This is an optimization exercise on Yosys and OpenROAD, whose aim is small area, not a production implementation.
The RTL was checked by simulation tests, not by an equivalence proof against the original design.
The clock port is modelled as an ideal driver; clocking choices that lean on that would not hold on a real chip.
No activity file was given, so power comes from the tool's default toggle rates.

==> flow/design.v (excerpt) <==
module timer (
    input wire clk,
    input wire reset_n,
    input wire cs,
    input wire we,
    input  wire [ 7 : 0] address,
    input  wire [31 : 0] write_data,
    output wire [31 : 0] read_data,
    output wire          ready
);
  localparam ADDR_CTRL = 8'h08;
  localparam ADDR_STATUS = 8'h09;
  localparam ADDR_PRESCALER = 8'h0a;
  localparam ADDR_TIMER = 8'h0b;
  reg  [31 : 0] prescaler_reg_n;   
  reg           prescaler_valid;
  reg  [31 : 0] timer_reg;
  reg           timer_valid;
  reg  [31 : 0] prescaler_ctr;
  reg           prescaler_ctr_valid;
  reg  [31 : 0] timer_ctr_n;   
  reg           timer_ctr_valid;
  reg           running_reg;
  reg           pending_reg;
  wire          wr = cs & we;
  wire          rd = cs & ~we;
  wire          wr_ctrl = wr & (address == ADDR_CTRL);
  wire          wr_prescaler = wr & (address == ADDR_PRESCALER) & ~running_reg;
  wire          wr_timer = wr & (address == ADDR_TIMER) & ~running_reg;
  wire          start = pending_reg & ~running_reg;
  wire          stop = pending_reg & running_reg;
  wire          tick = ~prescaler_ctr_valid | (prescaler_ctr[31 : 1] == 31'h0);
  wire          last = ~timer_ctr_valid | (&timer_ctr_n[31 : 1]);
  wire          cont = running_reg & ~stop & ~(tick & last);
  wire          running_new = running_reg ? cont : start;
  wire [31 : 0] prescaler_reg_n_new;
  timer_hold_n prescaler_reg_sel (
      .sel(wr_prescaler),
      .a(write_data),
      .q(prescaler_reg_n),
  ...
Size in the first run: roughly 530 cells after synthesis, roughly 130 flip-flops, about 77 I/O pins.
export LEC_CHECK = 0
export CAP_MARGIN = 0
export CORE_MARGIN = 2
export CORE_UTILIZATION = 60
export SLEW_MARGIN = 0
export SYNTH_HIERARCHICAL = 1
create_clock -name core_clock -period 5.0 [get_ports {clk}]
standard.sh (not shown) runs the stock make flow with config.mk's settings and CLKGATE_MAP_FILE= SYNTH_SCRIPT=/design/flow/synth_recipe.tcl, a recipe that flattens the netlist after the stock synthesis.
==> flow/flow/run.sh <==
#!/bin/bash
# Standard ORFS layout (the standard.sh) with these changes:
#  - synthesis maps logic with an area-oriented ABC script (flow/synth.tcl, flow/area.abc);
#  - ports are buffered with buf_1;
#  - a hand-built clock tree (flow/cts_tree.tcl): one clkbuf_8 root driving
#    CLOCK_TREE_LEAVES clkbuf_8 leaves, each driving one cluster of flip-flops;

set -euo pipefail
HERE=$(pwd)
export AREA_ABC_SCRIPT=$HERE/flow/area.abc
export BUFFER_PORTS_ARGS="-buffer_cell sky130_fd_sc_hd__buf_1"
export CLOCK_TREE_LEAVES=8
export PRE_CTS_TCL=$HERE/flow/cts_tree.tcl
# TritonCTS then only looks at the clock port's net, which has a single sink, and skips it.
export CTS_ARGS="-clk_nets clk -buf_list sky130_fd_sc_hd__clkbuf_8"

sed "s#SYNTH_SCRIPT=[^ ]*#SYNTH_SCRIPT=$HERE/flow/synth.tcl#" standard.sh > my_standard.sh
grep -q "SYNTH_SCRIPT=$HERE/flow/synth.tcl" my_standard.sh
bash my_standard.sh > standard.log 2>&1
Other scripts of this flow, unchanged in this note and not shown: flow/flow/area.abc, flow/flow/cts_tree.tcl, flow/flow/synth.tcl
The first run passed the timing, design-rule and antenna checks.
Rerun with:
CORE_UTILIZATION = 40   (was 60)
=> The new run ran to the end with no violations. Via count fell by a few percent. Routed wire length goes up by a few percent. First-iteration DRC count rises by a quarter to a third. Cell area rises slightly. Global-route usage shrinks by 7.7 points. Worst setup slack loses 0.076 ns. Final cell count grows by roughly a tenth. Total power rose slightly. Hold slack is about the same. Maximum frequency falls slightly.
Rerun with:
--- a/flow/flow/run.sh
+++ b/flow/flow/run.sh
@@ -2,4 +2,5 @@
 # Standard ORFS layout (the standard.sh) with these changes:
 #  - synthesis maps logic with an area-oriented ABC script (flow/synth.tcl, flow/area.abc);
+#  - floorplan skips its wire-load-model timing repair;
 #  - ports are buffered with buf_1;
 #  - a hand-built clock tree (flow/cts_tree.tcl): one clkbuf_8 root driving
@@ -9,4 +10,7 @@
 HERE=$(pwd)
 export AREA_ABC_SCRIPT=$HERE/flow/area.abc
+# Floorplan: only remove synthesis buffers; its timing repair sizes cells up against
+# wire-load estimates that placement shows are not needed.
+export REMOVE_ABC_BUFFERS=1
 export BUFFER_PORTS_ARGS="-buffer_cell sky130_fd_sc_hd__buf_1"
 export CLOCK_TREE_LEAVES=8
Effect: The new run finished clean. Cell count hardly moves. Critical path depth stays the same. Hold slack degrades by 0.0051 ns. Setup slack degrades by 0.036 ns. Routed wire length rose by 1.0%. Sequential share of layout area is about the same. Cell area barely changes. Area after synthesis stays the same. Total power rose by 0.35%. Combinational power rose by about 0.8%.

========
Another version of the RTL of timer (not shown whole).
Size in the first run: about 530 cells after synthesis, roughly 130 flip-flops, roughly 77 I/O pins, ~0.0053 mm² of cells after synthesis.
Settings: LEC_CHECK=0, CAP_MARGIN=0, CORE_MARGIN=2, CORE_UTILIZATION=40, SLEW_MARGIN=0, SYNTH_HIERARCHICAL=1; clock period 5.0 ns.
==> flow/flow/run.sh <==
#!/bin/bash
# Standard ORFS layout (the standard.sh) with these changes:
#  - synthesis maps logic with an area-oriented ABC script (flow/synth.tcl, flow/area.abc);
#  - ports are buffered with buf_1;
#  - a hand-built clock tree (flow/cts_tree.tcl): one clkbuf_4 root driving
#    CLOCK_TREE_LEAVES clkbuf_8 leaves, each driving one cluster of flip-flops;

set -euo pipefail
HERE=$(pwd)
export AREA_ABC_SCRIPT=$HERE/flow/area.abc
export BUFFER_PORTS_ARGS="-buffer_cell sky130_fd_sc_hd__buf_1"
export CLOCK_TREE_LEAVES=8
export PRE_CTS_TCL=$HERE/flow/cts_tree.tcl
# TritonCTS then only looks at the clock port's net, which has a single sink, and skips it.
export CTS_ARGS="-clk_nets clk -buf_list sky130_fd_sc_hd__clkbuf_8"

sed "s#SYNTH_SCRIPT=[^ ]*#SYNTH_SCRIPT=$HERE/flow/synth.tcl#" standard.sh > my_standard.sh
grep -q "SYNTH_SCRIPT=$HERE/flow/synth.tcl" my_standard.sh
bash my_standard.sh > standard.log 2>&1
==> flow/flow/area.abc <==
&get -n
&st
&syn3
&dch
&nf -R 1000
&st
&syn3
&dch
&nf -R 1000
&put
topo
stime -c
==> flow/flow/cts_tree.tcl <==
# PRE_CTS hook: build the clock tree by hand. The flip-flops are split into
# CLOCK_TREE_LEAVES k-means clusters of about equal size; each cluster gets a clkbuf_8 at its
# centre, and one clkbuf_4 root at the centre of the leaves drives them all, so the clock
# port drives a single cell pin. TritonCTS then finds no clock net left to buffer.
proc manual_clock_tree { nb cell rootcell } {
  set block [ord::get_db_block]
  set clknet [$block findNet clk]
  set sinks {}
  foreach it [$clknet getITerms] {
    set inst [$it getInst]
    set bb [$inst getBBox]
    lappend sinks [list $it [expr {([$bb xMin] + [$bb xMax]) / 2}] [expr {([$bb yMin] + [$bb yMax]) / 2}]]
  }
  set n [llength $sinks]
  set srt [lsort -integer -command {apply {{a b} {expr {([lindex $a 1]+[lindex $a 2]) - ([lindex $b 1]+[lindex $b 2])}}}} $sinks]
  set cen {}
  for {set g 0} {$g < $nb} {incr g} {
    set s [lindex $srt [expr {(2 * $g + 1) * $n / (2 * $nb)}]]
    lappend cen [list [lindex $s 1] [lindex $s 2]]
  }
  set cap [expr {($n + $nb - 1) / $nb + 2}]
  for {set iter 0} {$iter < 30} {incr iter} {
    # balanced assignment: nearest centre first, with a size cap per cluster
    set pairs {}
    set i 0
    foreach s $sinks {
      set g 0
      foreach c $cen {
        set d [expr {abs([lindex $s 1] - [lindex $c 0]) + abs([lindex $s 2] - [lindex $c 1])}]
        lappend pairs [list $d $i $g]
        incr g
      }
      incr i
    }
    set pairs [lsort -integer -index 0 $pairs]
    set asg [lrepeat $n -1]
    set cnt [lrepeat $nb 0]
    foreach p $pairs {
      lassign $p d i g
      if {[lindex $asg $i] >= 0} continue
      if {[lindex $cnt $g] >= $cap} continue
      lset asg $i $g
      lset cnt $g [expr {[lindex $cnt $g] + 1}]
    }
    set newcen {}
    for {set g 0} {$g < $nb} {incr g} {
      set sx 0; set sy 0; set k 0
      for {set i 0} {$i < $n} {incr i} {
        if {[lindex $asg $i] == $g} {
          set s [lindex $sinks $i]
          set sx [expr {$sx + [lindex $s 1]}]; set sy [expr {$sy + [lindex $s 2]}]; incr k
        }
      }
      if {$k > 0} { lappend newcen [list [expr {$sx / $k}] [expr {$sy / $k}]] } else { lappend newcen [lindex $cen $g] }
    }
    set cen $newcen
  }
  set master [[ord::get_db] findMaster $cell]
  set rx 0; set ry 0
  for {set g 0} {$g < $nb} {incr g} {
    set buf [odb::dbInst_create $block $master "clkbuf_leaf_$g"]
    set net [odb::dbNet_create $block "clknet_leaf_$g"]
    $net setSigType CLOCK
    $buf setLocation [lindex $cen $g 0] [lindex $cen $g 1]
    $buf setPlacementStatus PLACED
    [$buf findITerm X] connect $net
    set rx [expr {$rx + [lindex $cen $g 0]}]; set ry [expr {$ry + [lindex $cen $g 1]}]
  }
  set root [odb::dbInst_create $block [[ord::get_db] findMaster $rootcell] "clkbuf_root"]
  set rnet [odb::dbNet_create $block "clknet_root"]
  $rnet setSigType CLOCK
  $root setLocation [expr {$rx / $nb}] [expr {$ry / $nb}]
  $root setPlacementStatus PLACED
  [$root findITerm X] connect $rnet
  for {set g 0} {$g < $nb} {incr g} {
    [[$block findInst "clkbuf_leaf_$g"] findITerm A] connect $rnet
  }
  for {set i 0} {$i < $n} {incr i} {
    set it [lindex $sinks $i 0]
    $it disconnect
    $it connect [$block findNet "clknet_leaf_[lindex $asg $i]"]
  }
  [$root findITerm A] connect $clknet
  puts "manual clock tree: $n sinks, $nb leaves, cluster sizes $cnt"
}

manual_clock_tree $::env(CLOCK_TREE_LEAVES) sky130_fd_sc_hd__clkbuf_8 sky130_fd_sc_hd__clkbuf_4
Other scripts of this flow, unchanged in this note and not shown: flow/flow/synth.tcl
Edit:
--- a/flow/flow/run.sh
+++ b/flow/flow/run.sh
@@ -4,3 +4,3 @@
 #  - ports are buffered with buf_1;
-#  - a hand-built clock tree (flow/cts_tree.tcl): one clkbuf_4 root driving
+#  - a hand-built clock tree (flow/cts_tree.tcl): one clkbuf_8 root driving
 #    CLOCK_TREE_LEAVES clkbuf_8 leaves, each driving one cluster of flip-flops;
==> flow/flow/area.abc (replaced) <==
&get -n
&st
&syn2
&dch
&nf -R 1000
&st
&syn2
&dch
&nf -R 1000
&put
topo
stime -c
--- a/flow/flow/cts_tree.tcl
+++ b/flow/flow/cts_tree.tcl
@@ -2,3 +2,3 @@
 # CLOCK_TREE_LEAVES k-means clusters of about equal size; each cluster gets a clkbuf_8 at its
-# centre, and one clkbuf_4 root at the centre of the leaves drives them all, so the clock
+# centre, and one clkbuf_8 root at the centre of the leaves drives them all, so the clock
 # port drives a single cell pin. TritonCTS then finds no clock net left to buffer.
@@ -86,2 +86,2 @@
 
-manual_clock_tree $::env(CLOCK_TREE_LEAVES) sky130_fd_sc_hd__clkbuf_8 sky130_fd_sc_hd__clkbuf_4
+manual_clock_tree $::env(CLOCK_TREE_LEAVES) sky130_fd_sc_hd__clkbuf_8 sky130_fd_sc_hd__clkbuf_8
The new run produced a clean layout.
First-iteration DRC count falls by 20%.
Final area came out lower by 1.3%.
Wire length rose by 0.70%.

re-timing with driven ports:
No port has a modelled driver above. Below, the same layouts with a new extraction and two added sets of constraints. Step 1 assumes that a clkbuf_16 drives the clock port and a buf_2 every other input. Step 2 also shifts input and output timing later by t, the mid clock arrival at the registers, as if the neighbouring blocks saw the same clock. Slacks: ideal ports / drivers / drivers and shift; pairs: ideal ports / drivers.
| run | t (ns) | slack for setup (ns) | hold WS [ns] |
|---|---|---|---|
| the first run of note 1 | 0.421 | 0.926 / 0.926 / 0.926 | 0.481 / 0.481 / 0.481 |
| the second run of note 1 | 0.426 | 0.850 / 0.850 / 0.850 | 0.483 / 0.483 / 0.483 |
| the third run of note 1 | 0.430 | 0.814 / 0.814 / 0.814 | 0.478 / 0.478 / 0.478 |
| the first run of note 2 | 0.528 | 0.318 / 0.318 / 0.318 | 0.481 / 0.481 / 0.481 |
| the second run of note 2 | 0.424 | 1.101 / 1.101 / 1.101 | 0.467 / 0.467 / 0.467 |
After both steps setup and hold are still met in every run listed.
